Context: an optimization exercise on an open-source flow, tuned for small area. The choices shown serve that exercise and are no tape-out recipe.
The RTL was checked by simulation tests, not by an equivalence proof against the original design.
No activity file was given, so power comes from the tool's default toggle rates.

==> module Regs_0, before the edit <==
module Regs_0(
    input clk,
    input rst,
    input [4:0] Rs1_addr,
    input [4:0] Rs2_addr,
    input [4:0] Wt_addr,
    input [31:0] Wt_data,
    input RegWrite,
    output [31:0] Rs1_data,
    output [31:0] Rs2_data,
    output [1023:0] regs_flat
    );
    reg  [1023:32] rf;
    wire [31:1] sel1, sel2;
    wire [3:0] h1 = 4'b1 << Rs1_addr[4:3];
    wire [3:0] h2 = 4'b1 << Rs2_addr[4:3];
    wire [7:0] l1 = 8'b1 << Rs1_addr[2:0];
    wire [7:0] l2 = 8'b1 << Rs2_addr[2:0];
    genvar g, k;
    generate
        for (g = 1; g < 32; g = g + 1) begin : w
            g_and2_4 u_s1 (.A(h1[g >> 3]), .B(l1[g & 7]), .X(sel1[g]));
            g_and2_4 u_s2 (.A(h2[g >> 3]), .B(l2[g & 7]), .X(sel2[g]));
            always @(posedge clk or posedge rst) begin
                if (rst)
                    rf[32*g +: 32] <= 32'b0;
                else if (RegWrite && Wt_addr == g)
                    rf[32*g +: 32] <= Wt_data;
            end
        end
    endgenerate
    assign regs_flat = {rf, 32'b0};
    wire [31:0] rd1n, rd2n;
    assign Rs1_data = ~rd1n;
    assign Rs2_data = ~rd2n;
    generate
        for (k = 0; k < 32; k = k + 1) begin : rd
            RegRead u1 (.sel(sel1), .q0(rf[32*1+k]),  .q1(rf[32*2+k]),  .q2(rf[32*3+k]),  .q3(rf[32*4+k]),
                        .q4(rf[32*5+k]),  .q5(rf[32*6+k]),  .q6(rf[32*7+k]),  .q7(rf[32*8+k]),
                        .q8(rf[32*9+k]),  .q9(rf[32*10+k]), .q10(rf[32*11+k]), .q11(rf[32*12+k]),
                        .q12(rf[32*13+k]), .q13(rf[32*14+k]), .q14(rf[32*15+k]), .q15(rf[32*16+k]),
                        .q16(rf[32*17+k]), .q17(rf[32*18+k]), .q18(rf[32*19+k]), .q19(rf[32*20+k]),
                        .q20(rf[32*21+k]), .q21(rf[32*22+k]), .q22(rf[32*23+k]), .q23(rf[32*24+k]),
                        .q24(rf[32*25+k]), .q25(rf[32*26+k]), .q26(rf[32*27+k]), .q27(rf[32*28+k]),
                        .q28(rf[32*29+k]), .q29(rf[32*30+k]), .q30(rf[32*31+k]), .yn(rd1n[k]));
            RegRead u2 (.sel(sel2), .q0(rf[32*1+k]),  .q1(rf[32*2+k]),  .q2(rf[32*3+k]),  .q3(rf[32*4+k]),
                        .q4(rf[32*5+k]),  .q5(rf[32*6+k]),  .q6(rf[32*7+k]),  .q7(rf[32*8+k]),
                        .q8(rf[32*9+k]),  .q9(rf[32*10+k]), .q10(rf[32*11+k]), .q11(rf[32*12+k]),
                        .q12(rf[32*13+k]), .q13(rf[32*14+k]), .q14(rf[32*15+k]), .q15(rf[32*16+k]),
                        .q16(rf[32*17+k]), .q17(rf[32*18+k]), .q18(rf[32*19+k]), .q19(rf[32*20+k]),
                        .q20(rf[32*21+k]), .q21(rf[32*22+k]), .q22(rf[32*23+k]), .q23(rf[32*24+k]),
                        .q24(rf[32*25+k]), .q25(rf[32*26+k]), .q26(rf[32*27+k]), .q27(rf[32*28+k]),
                        .q28(rf[32*29+k]), .q29(rf[32*30+k]), .q30(rf[32*31+k]), .yn(rd2n[k]));
        end
    endgenerate
endmodule
==> module g_and2_4, before the edit <==
module g_and2_4(input A, input B, output X);
    assign X = A & B;
endmodule
==> flow/config.mk <==
export PLATFORM = sky130hd
export DESIGN_NAME = Pipeline_CPU
export DESIGN_NICKNAME = Pipeline_CPU
export VERILOG_FILES = /design/flow/design.v
export SDC_FILE = /design/flow/constraint.sdc
export NUM_CORES = 8
export LEC_CHECK = 0
export CAP_MARGIN = 20
export CORE_AREA = 4 4 336 336
export DIE_AREA = 0 0 340 340
export SLEW_MARGIN = 20
==> flow/constraint.sdc <==
create_clock -name core_clock -period 10.0 [get_ports {clk}]
set_input_delay 2.0000 -clock core_clock [delete_from_list [all_inputs] [get_ports {clk}]]
set_output_delay 2.0000 -clock core_clock [all_outputs]
set_load 0.01 [all_outputs]
standard.sh (not shown) runs the stock make flow with config.mk's settings and CLKGATE_MAP_FILE= SYNTH_SCRIPT=/design/flow/synth_recipe.tcl, a recipe that flattens the netlist after the stock synthesis.
==> flow/flow/run.sh <==
#!/bin/bash
# Own layout flow: the standard flow (standard.sh) with
#  - synthesis: the standard flow's script plus hand-mapped register-file cells (see synth.tcl),
#    with ABC mapping all adders (no full/half-adder cell extraction),
#  - the smallest buffer (buf_1) on every input and output port,
#  - clock tree without dummy loads and with small clock buffers,
set -euo pipefail
W=$PWD
F=$W/flow
python3 "$F/map_gates.py" design.v design_mapped.v > map_gates.log 2>&1
export FLOW_DIR=$F FLOW_ABC_SCRIPT=$F/abc.script FLOW_SYNTH_TCL=$W/synth_recipe.tcl
bash standard.sh \
  VERILOG_FILES="$W/design_mapped.v" \
  SYNTH_SCRIPT="$F/synth.tcl" \
  ADDER_MAP_FILE= \
  SYNTH_KEEP_MODULES=AddSub \
  "BUFFER_PORTS_ARGS=-buffer_cell sky130_fd_sc_hd__buf_1" \
  "PLACE_PINS_ARGS=-min_distance 1 -min_distance_in_tracks" \
  "CTS_ARGS=-sink_clustering_enable -repair_clock_nets -dont_use_dummy_load -sink_clustering_size 16 -sink_clustering_max_diameter 60 -buf_list {sky130_fd_sc_hd__clkbuf_4 sky130_fd_sc_hd__clkbuf_8}" \
  finish > flow.log 2>&1
Other scripts of this flow, unchanged in this note and not shown: flow/flow/abc.script, flow/flow/adder.script, flow/flow/map_gates.py, flow/flow/rfmux_map.v, flow/flow/synth.tcl
Next try:
--- a/flow/design.v
+++ b/flow/design.v
@@ -77,10 +77,10 @@
     wire [7:0] l2 = 8'b1 << Rs2_addr[2:0];
     genvar g, k;
     generate
         for (g = 1; g < 32; g = g + 1) begin : w
-            g_and2_4 u_s1 (.A(h1[g >> 3]), .B(l1[g & 7]), .X(sel1[g]));
-            g_and2_4 u_s2 (.A(h2[g >> 3]), .B(l2[g & 7]), .X(sel2[g]));
+            g_and2_2 u_s1 (.A(h1[g >> 3]), .B(l1[g & 7]), .X(sel1[g]));
+            g_and2_2 u_s2 (.A(h2[g >> 3]), .B(l2[g & 7]), .X(sel2[g]));
             always @(posedge clk or posedge rst) begin
                 if (rst)
                     rf[32*g +: 32] <= 32'b0;
                 else if (RegWrite && Wt_addr == g)
@@ -136,9 +136,9 @@
     g_nand4  m1 (.A(t[4]), .B(t[5]), .C(t[6]),  .D(t[7]), .Y(u[1]));
     g_nand3  m2 (.A(t[8]), .B(t[9]), .C(t[10]), .Y(u[2]));
     g_nor3   o  (.A(u[0]), .B(u[1]), .C(u[2]), .Y(yn));
 endmodule
-module g_and2_4(input A, input B, output X);
+module g_and2_2(input A, input B, output X);
     assign X = A & B;
 endmodule
 module g_nand2(input A, input B, output Y);
     assign Y = ~(A & B);
Outcome:
- total power increases by 0.41%
- final area increases by 0.44%
- critical path depth decreases by 3
- count of clock-buffer cells in the layout increases by 2
- area after synthesis is about the same
- sequential share of layout area decreases by 0.21 points
- wire length increases by 0.65%
- sequential cell count does not change
- setup slack gains 520 ps
- worst hold slack stays flat
- fmax increases by 6.2%
- cell count increases by 0.50%

-- port drivers added, routing unchanged --
The results above use ideal ports. As a check the final layouts listed here were re-extracted and re-timed, cells and wires unchanged. Step 1, drivers: a clkbuf_16 drives clk and a buf_2 each remaining input, both assumed. Step 2 times the ports against the registers' clock, not the clock port: input delays grow and output delays shrink by t, the midpoint of the rising clock arrivals with the driver on. a / b / c = ideal / step 1 / step 2; a / b = the first two.
run	shift t [ns]	setup WS [ns]	pins driven straight from the clock port
the first run	0.896	1.105 / 1.105 / 1.105	1
the second run	0.901	1.628 / 1.628 / 1.628	1
After both steps every run listed still meets setup and hold.
